What follows belongs to an exercise in optimizing a design on an open flow for small area and a short achievable clock period; a production flow would make more cautious choices.
Where RTL was checked, it was by simulation tests only, not by an equivalence proof against the original.

==> inputs of trial 83 <==
==> flow/design.v (excerpt) <==
module DOUBLY_PIPELINE(clk,xi,yi,r,ang,xf,yf);
input [15:0] xi,yi;
input clk;
output reg [15:0] r,ang;
output reg [15:0] xf,yf;
reg [15:0] a1,a2,a3,a4,a5,a6,a7,a8;
reg [15:0] b1,b2,b3,b4,b5,b6;
reg [15:7] b7;
reg [15:0] x2,x3,x4,x5,x6,x7,x8;
reg [15:0] y2,y3,y4,y5,y6,y7,y8;
reg [1:1] d2; reg [2:1] d3; reg [3:1] d4; reg [4:1] d5; reg [5:1] d6; reg [6:1] d7; reg [6:1] d8;
reg nb1, nb2, nb3, nb4, nb5, nb6;
reg ne1;
wire [15:0] s1a, s1b;
add16 u_s1a (.a(xi), .b(yi), .s(s1a));
wire s1bn15;
sub16 u_s1b (.a(yi), .b(xi), .s(s1b), .sn15(s1bn15));
always @(posedge clk) begin a1 <= s1a; b1 <= s1b; end
always @(posedge clk) nb1 <= s1bn15;
wire t_x1 = b1[1] ^ b1[15];
wire t_x2 = b1[2] ^ b1[15];
wire t_x3 = b1[3] ^ b1[15];
wire t_x4 = b1[4] ^ b1[15];
wire t_x5 = b1[5] ^ b1[15];
wire t_x6 = b1[6] ^ b1[15];
wire t_x7 = b1[7] ^ b1[15];
wire t_x8 = b1[8] ^ b1[15];
wire t_x9 = b1[9] ^ b1[15];
wire t_x10 = b1[10] ^ b1[15];
wire t_x11 = b1[11] ^ b1[15];
wire t_x12 = b1[12] ^ b1[15];
wire t_x13 = b1[13] ^ b1[15];
wire t_x14 = b1[14] ^ b1[15];
wire t_s15, t_c16; fa u_t_s15 (.a(a1[0]), .b(t_x1), .c(b1[15]), .s(t_s15), .co(t_c16));
wire t_s17, t_c18; fa u_t_s17 (.a(a1[1]), .b(t_x2), .c(t_c16), .s(t_s17), .co(t_c18));
wire t_s19, t_c20; fa u_t_s19 (.a(a1[2]), .b(t_x3), .c(t_c18), .s(t_s19), .co(t_c20));
wire t_s21, t_c22; fa u_t_s21 (.a(a1[3]), .b(t_x4), .c(t_c20), .s(t_s21), .co(t_c22));
wire t_s23, t_c24; fa u_t_s23 (.a(a1[4]), .b(t_x5), .c(t_c22), .s(t_s23), .co(t_c24));
wire t_s25, t_c26; fa u_t_s25 (.a(a1[5]), .b(t_x6), .c(t_c24), .s(t_s25), .co(t_c26));
wire t_s27, t_c28; fa u_t_s27 (.a(a1[6]), .b(t_x7), .c(t_c26), .s(t_s27), .co(t_c28));
wire t_s29, t_c30; fa u_t_s29 (.a(a1[7]), .b(t_x8), .c(t_c28), .s(t_s29), .co(t_c30));
wire t_s31, t_c32; fa u_t_s31 (.a(a1[8]), .b(t_x9), .c(t_c30), .s(t_s31), .co(t_c32));
wire t_s33, t_c34; fa u_t_s33 (.a(a1[9]), .b(t_x10), .c(t_c32), .s(t_s33), .co(t_c34));
wire t_s35, t_c36; fa u_t_s35 (.a(a1[10]), .b(t_x11), .c(t_c34), .s(t_s35), .co(t_c36));
wire t_s37, t_c38; ha u_t_s37 (.a(a1[11]), .b(t_x12), .s(t_s37), .co(t_c38));
  ...
==> flow/config.mk <==
export PLATFORM = sky130hd
export DESIGN_NAME = DOUBLY_PIPELINE
export DESIGN_NICKNAME = DOUBLY_PIPELINE
export VERILOG_FILES = /design/flow/design.v
export SDC_FILE = /design/flow/constraint.sdc
export NUM_CORES = 4
export LEC_CHECK = 0
export CAP_MARGIN = 20
export CORE_MARGIN = 2
export CORE_UTILIZATION = 55
export CTS_BUF_LIST = sky130_fd_sc_hd__clkbuf_16
export CTS_CLUSTER_DIAMETER = 120
export CTS_CLUSTER_SIZE = 30
export SLEW_MARGIN = 20
export SYNTH_HIERARCHICAL = 1
export SYNTH_MINIMUM_KEEP_SIZE = 0
==> flow/constraint.sdc <==
create_clock -name core_clock -period 25.0 [get_ports {clk}]
set_input_delay 5.0000 -clock core_clock [delete_from_list [all_inputs] [get_ports {clk}]]
set_output_delay 5.0000 -clock core_clock [all_outputs]
set_load 0.01 [all_outputs]
standard.sh (not shown) runs the stock make flow with config.mk's settings and CLKGATE_MAP_FILE= SYNTH_SCRIPT=/design/flow/synth_recipe.tcl, a recipe that flattens the netlist after the stock synthesis.
==> flow/flow/run.sh <==
#!/bin/bash
# The standard layout, with two changes: the ports are buffered with buf_4
# instead of the default delay-cell buffer, and after placement the flip-flops
# that drive an output port or many loads get a stronger drive (same cell type).
set -euo pipefail
export BUFFER_PORTS_ARGS="-buffer_cell sky130_fd_sc_hd__buf_4"
bash standard.sh synth floorplan place > standard_place.log 2>&1
openroad -no_init -exit flow/upsize.tcl > upsize.log 2>&1
bash standard.sh > standard.log 2>&1
==> flow/flow/upsize.tcl <==
# Give a stronger drive to flip-flops that drive an output port buffer or a
# high-fanout net, then legalize the placement again.
set res $::env(FLOW_OUT)/../orfs/results/$::env(FLOW_PLATFORM)/DOUBLY_PIPELINE/base
read_db $res/3_place.odb
read_liberty $::env(FLOW_HOME)/platforms/$::env(FLOW_PLATFORM)/lib/sky130_fd_sc_hd__tt_025C_1v80.lib
set n 0
foreach inst [get_cells *] {
  set master [get_property $inst ref_name]
  if {$master ne "sky130_fd_sc_hd__dfxtp_1"} { continue }
  set q [get_pins -of_objects $inst -filter "direction == output"]
  set net [get_nets -of_objects $q]
  set loads [get_pins -of_objects $net -filter "direction == input"]
  set nl [llength $loads]
  set to_port 0
  foreach l $loads {
    set lc [get_cells -of_objects $l]
    set onet [get_nets -of_objects [get_pins -of_objects $lc -filter "direction == output"]]
    if {[llength [get_ports -quiet -of_objects $onet]] > 0} { set to_port 1 }
  }
  if {$to_port || $nl >= 8} {
    set new [expr {$nl >= 12 ? "sky130_fd_sc_hd__dfxtp_4" : "sky130_fd_sc_hd__dfxtp_2"}]
    if {$to_port} { set new "sky130_fd_sc_hd__dfxtp_2" }
    replace_cell $inst $new
    incr n
  }
}
puts "upsized $n flip-flops"

detailed_placement
check_placement -verbose
write_db $res/3_place.odb
==> inputs of build 9, as changes to trial 83 <==
--- a/flow/design.v
+++ b/flow/design.v
@@ -9,18 +9,17 @@
 reg [15:0] x2,x3,x4,x5,x6,x7,x8;
 reg [15:0] y2,y3,y4,y5,y6,y7,y8;
 reg [1:1] d2; reg [2:1] d3; reg [3:1] d4; reg [4:1] d5; reg [5:1] d6; reg [6:1] d7; reg [6:1] d8;
 reg nb1, nb2, nb3, nb4, nb5, nb6;
 reg ne1;
 wire [15:0] s1a, s1b;
 add16 u_s1a (.a(xi), .b(yi), .s(s1a));
-wire s1bn15;
-sub16 u_s1b (.a(yi), .b(xi), .s(s1b), .sn15(s1bn15));
+sub16 u_s1b (.a(yi), .b(xi), .s(s1b));
 always @(posedge clk) begin a1 <= s1a; b1 <= s1b; end
-always @(posedge clk) nb1 <= s1bn15;
+always @(posedge clk) nb1 <= ~s1b[15];
 wire t_x1 = b1[1] ^ b1[15];
 wire t_x2 = b1[2] ^ b1[15];
 wire t_x3 = b1[3] ^ b1[15];
 wire t_x4 = b1[4] ^ b1[15];
 wire t_x5 = b1[5] ^ b1[15];
 wire t_x6 = b1[6] ^ b1[15];
 wire t_x7 = b1[7] ^ b1[15];
@@ -1562,35 +1561,34 @@
 kx u_s10 (.a(p0[10]), .b(G8_9), .y(s[10]));
 kx u_s11 (.a(p0[11]), .b(G8_10), .y(s[11]));
 kx u_s12 (.a(p0[12]), .b(G8_11), .y(s[12]));
 kx u_s13 (.a(p0[13]), .b(G8_12), .y(s[13]));
 kx u_s14 (.a(p0[14]), .b(G8_13), .y(s[14]));
 kx u_s15 (.a(p0[15]), .b(G8_14), .y(s[15]));
 endmodule
-module sub16(a, b, s, sn15);
+module sub16(a, b, s);
 input [15:0] a, b;
 output [15:0] s;
-output sn15;
 wire [15:0] g0, p0;
-wire nb0; kinv u_n0 (.a(b[0]), .y(nb0)); kg u_g0 (.a(a[0]), .b(nb0), .y(g0[0])); kpn u_p0 (.a(a[0]), .b(b[0]), .y(p0[0]));
-wire nb1; kinv u_n1 (.a(b[1]), .y(nb1)); kg u_g1 (.a(a[1]), .b(nb1), .y(g0[1])); kpn u_p1 (.a(a[1]), .b(b[1]), .y(p0[1]));
-wire nb2; kinv u_n2 (.a(b[2]), .y(nb2)); kg u_g2 (.a(a[2]), .b(nb2), .y(g0[2])); kpn u_p2 (.a(a[2]), .b(b[2]), .y(p0[2]));
-wire nb3; kinv u_n3 (.a(b[3]), .y(nb3)); kg u_g3 (.a(a[3]), .b(nb3), .y(g0[3])); kpn u_p3 (.a(a[3]), .b(b[3]), .y(p0[3]));
-wire nb4; kinv u_n4 (.a(b[4]), .y(nb4)); kg u_g4 (.a(a[4]), .b(nb4), .y(g0[4])); kpn u_p4 (.a(a[4]), .b(b[4]), .y(p0[4]));
-wire nb5; kinv u_n5 (.a(b[5]), .y(nb5)); kg u_g5 (.a(a[5]), .b(nb5), .y(g0[5])); kpn u_p5 (.a(a[5]), .b(b[5]), .y(p0[5]));
-wire nb6; kinv u_n6 (.a(b[6]), .y(nb6)); kg u_g6 (.a(a[6]), .b(nb6), .y(g0[6])); kpn u_p6 (.a(a[6]), .b(b[6]), .y(p0[6]));
-wire nb7; kinv u_n7 (.a(b[7]), .y(nb7)); kg u_g7 (.a(a[7]), .b(nb7), .y(g0[7])); kpn u_p7 (.a(a[7]), .b(b[7]), .y(p0[7]));
-wire nb8; kinv u_n8 (.a(b[8]), .y(nb8)); kg u_g8 (.a(a[8]), .b(nb8), .y(g0[8])); kpn u_p8 (.a(a[8]), .b(b[8]), .y(p0[8]));
-wire nb9; kinv u_n9 (.a(b[9]), .y(nb9)); kg u_g9 (.a(a[9]), .b(nb9), .y(g0[9])); kpn u_p9 (.a(a[9]), .b(b[9]), .y(p0[9]));
-wire nb10; kinv u_n10 (.a(b[10]), .y(nb10)); kg u_g10 (.a(a[10]), .b(nb10), .y(g0[10])); kpn u_p10 (.a(a[10]), .b(b[10]), .y(p0[10]));
-wire nb11; kinv u_n11 (.a(b[11]), .y(nb11)); kg u_g11 (.a(a[11]), .b(nb11), .y(g0[11])); kpn u_p11 (.a(a[11]), .b(b[11]), .y(p0[11]));
-wire nb12; kinv u_n12 (.a(b[12]), .y(nb12)); kg u_g12 (.a(a[12]), .b(nb12), .y(g0[12])); kpn u_p12 (.a(a[12]), .b(b[12]), .y(p0[12]));
-wire nb13; kinv u_n13 (.a(b[13]), .y(nb13)); kg u_g13 (.a(a[13]), .b(nb13), .y(g0[13])); kpn u_p13 (.a(a[13]), .b(b[13]), .y(p0[13]));
-wire nb14; kinv u_n14 (.a(b[14]), .y(nb14)); kg u_g14 (.a(a[14]), .b(nb14), .y(g0[14])); kpn u_p14 (.a(a[14]), .b(b[14]), .y(p0[14]));
-wire nb15; kinv u_n15 (.a(b[15]), .y(nb15)); kg u_g15 (.a(a[15]), .b(nb15), .y(g0[15])); kpn u_p15 (.a(a[15]), .b(b[15]), .y(p0[15]));
+kgn u_g0 (.a(a[0]), .b(b[0]), .y(g0[0])); kpn u_p0 (.a(a[0]), .b(b[0]), .y(p0[0]));
+kgn u_g1 (.a(a[1]), .b(b[1]), .y(g0[1])); kpn u_p1 (.a(a[1]), .b(b[1]), .y(p0[1]));
+kgn u_g2 (.a(a[2]), .b(b[2]), .y(g0[2])); kpn u_p2 (.a(a[2]), .b(b[2]), .y(p0[2]));
+kgn u_g3 (.a(a[3]), .b(b[3]), .y(g0[3])); kpn u_p3 (.a(a[3]), .b(b[3]), .y(p0[3]));
+kgn u_g4 (.a(a[4]), .b(b[4]), .y(g0[4])); kpn u_p4 (.a(a[4]), .b(b[4]), .y(p0[4]));
+kgn u_g5 (.a(a[5]), .b(b[5]), .y(g0[5])); kpn u_p5 (.a(a[5]), .b(b[5]), .y(p0[5]));
+kgn u_g6 (.a(a[6]), .b(b[6]), .y(g0[6])); kpn u_p6 (.a(a[6]), .b(b[6]), .y(p0[6]));
+kgn u_g7 (.a(a[7]), .b(b[7]), .y(g0[7])); kpn u_p7 (.a(a[7]), .b(b[7]), .y(p0[7]));
+kgn u_g8 (.a(a[8]), .b(b[8]), .y(g0[8])); kpn u_p8 (.a(a[8]), .b(b[8]), .y(p0[8]));
+kgn u_g9 (.a(a[9]), .b(b[9]), .y(g0[9])); kpn u_p9 (.a(a[9]), .b(b[9]), .y(p0[9]));
+kgn u_g10 (.a(a[10]), .b(b[10]), .y(g0[10])); kpn u_p10 (.a(a[10]), .b(b[10]), .y(p0[10]));
+kgn u_g11 (.a(a[11]), .b(b[11]), .y(g0[11])); kpn u_p11 (.a(a[11]), .b(b[11]), .y(p0[11]));
+kgn u_g12 (.a(a[12]), .b(b[12]), .y(g0[12])); kpn u_p12 (.a(a[12]), .b(b[12]), .y(p0[12]));
+kgn u_g13 (.a(a[13]), .b(b[13]), .y(g0[13])); kpn u_p13 (.a(a[13]), .b(b[13]), .y(p0[13]));
+kgn u_g14 (.a(a[14]), .b(b[14]), .y(g0[14])); kpn u_p14 (.a(a[14]), .b(b[14]), .y(p0[14]));
+kgn u_g15 (.a(a[15]), .b(b[15]), .y(g0[15])); kpn u_p15 (.a(a[15]), .b(b[15]), .y(p0[15]));
 wire c0g; kor u_c0 (.a(g0[0]), .b(p0[0]), .y(c0g));
 wire G1_1; kao u_G1_1 (.g1(g0[1]), .p1(p0[1]), .g0(c0g), .y(G1_1));
 wire G1_2; kao u_G1_2 (.g1(g0[2]), .p1(p0[2]), .g0(g0[1]), .y(G1_2));
 wire P1_2; kan u_P1_2 (.a(p0[2]), .b(p0[1]), .y(P1_2));
 wire G1_3; kao u_G1_3 (.g1(g0[3]), .p1(p0[3]), .g0(g0[2]), .y(G1_3));
 wire P1_3; kan u_P1_3 (.a(p0[3]), .b(p0[2]), .y(P1_3));
 wire G1_4; kao u_G1_4 (.g1(g0[4]), .p1(p0[4]), .g0(g0[3]), .y(G1_4));
@@ -1683,19 +1681,16 @@
 kx u_s9 (.a(p0[9]), .b(G8_8), .y(s[9]));
 kx u_s10 (.a(p0[10]), .b(G8_9), .y(s[10]));
 kx u_s11 (.a(p0[11]), .b(G8_10), .y(s[11]));
 kx u_s12 (.a(p0[12]), .b(G8_11), .y(s[12]));
 kx u_s13 (.a(p0[13]), .b(G8_12), .y(s[13]));
 kx u_s14 (.a(p0[14]), .b(G8_13), .y(s[14]));
 kx u_s15 (.a(p0[15]), .b(G8_14), .y(s[15]));
-kxn u_sn15 (.a(p0[15]), .b(G8_14), .y(sn15));
 endmodule
 module kg(a, b, y); input a, b; output y; assign y = a & b; endmodule
 module kp(a, b, y); input a, b; output y; assign y = a ^ b; endmodule
 module kgn(a, b, y); input a, b; output y; assign y = a & ~b; endmodule
 module kpn(a, b, y); input a, b; output y; assign y = ~(a ^ b); endmodule
 module kor(a, b, y); input a, b; output y; assign y = a | b; endmodule
 module kao(g1, p1, g0, y); input g1, p1, g0; output y; assign y = g1 | (p1 & g0); endmodule
 module kan(a, b, y); input a, b; output y; assign y = a & b; endmodule
 module kx(a, b, y); input a, b; output y; assign y = a ^ b; endmodule
-module kxn(a, b, y); input a, b; output y; assign y = ~(a ^ b); endmodule
-module kinv(a, y); input a; output y; assign y = ~a; endmodule
==> notes.md <==
	trial 83	build 9
Reg2reg setup slack	19.06 ns	19.05 ns
WL met1	25.7 mm	25.1 mm
Detail Placement HPWL	55.0 mm	55.3 mm
Relative area of non-clock buffer cells in the final design	2.07%	2.13%
Placeable core area	0.0630 mm2	0.0631 mm2
Share of synthesized area occupied by flip-flops and latches	31.7%	31.7%
Routed length on met3	1.60 mm	1.44 mm
Global-route wire length before repair	104 mm	105 mm
Fill cell instance count of the final layout	5135	5132
Outcome	timing/DRC/antenna clean	timing/DRC/antenna clean
Post-layout instance area	0.0370 mm2	0.0370 mm2
Sequential cell area share	30.3%	30.2%
For trial 83, only the layout was checked, not whether the RTL still works.

[separate check: timing with driven ports]
No port has a modelled driver above. Below, the same layouts with a new extraction and two added sets of constraints. Step 1 (the two cells are an assumption about what drives the block):
set clk [get_ports {clk}]
set_driving_cell -lib_cell sky130_fd_sc_hd__clkbuf_16 $clk
set_driving_cell -lib_cell sky130_fd_sc_hd__buf_2 [delete_from_list [all_inputs] $clk]
Step 2, shift: input delay + t, output delay - t, t = (earliest + latest rising clock arrival at the registers) / 2. This alone moves slack from input paths to output paths. a / b / c = no drivers / after step 1 / after step 2; a / b = the first two.
run | shift t [ns] | slack for setup (ns) | hold slack, ns
trial 83 | 0.654 | 18.871 / 18.807 / 18.433 | 0.332 / 0.332 / 0.332
build 9 | 0.645 | 18.901 / 18.834 / 18.379 | 0.333 / 0.333 / 0.333
After both steps every run listed still meets setup and hold. For build 9, which loses most, drivers alone change the setup slack by -0.067 ns; drivers and shift together by -0.522 ns.
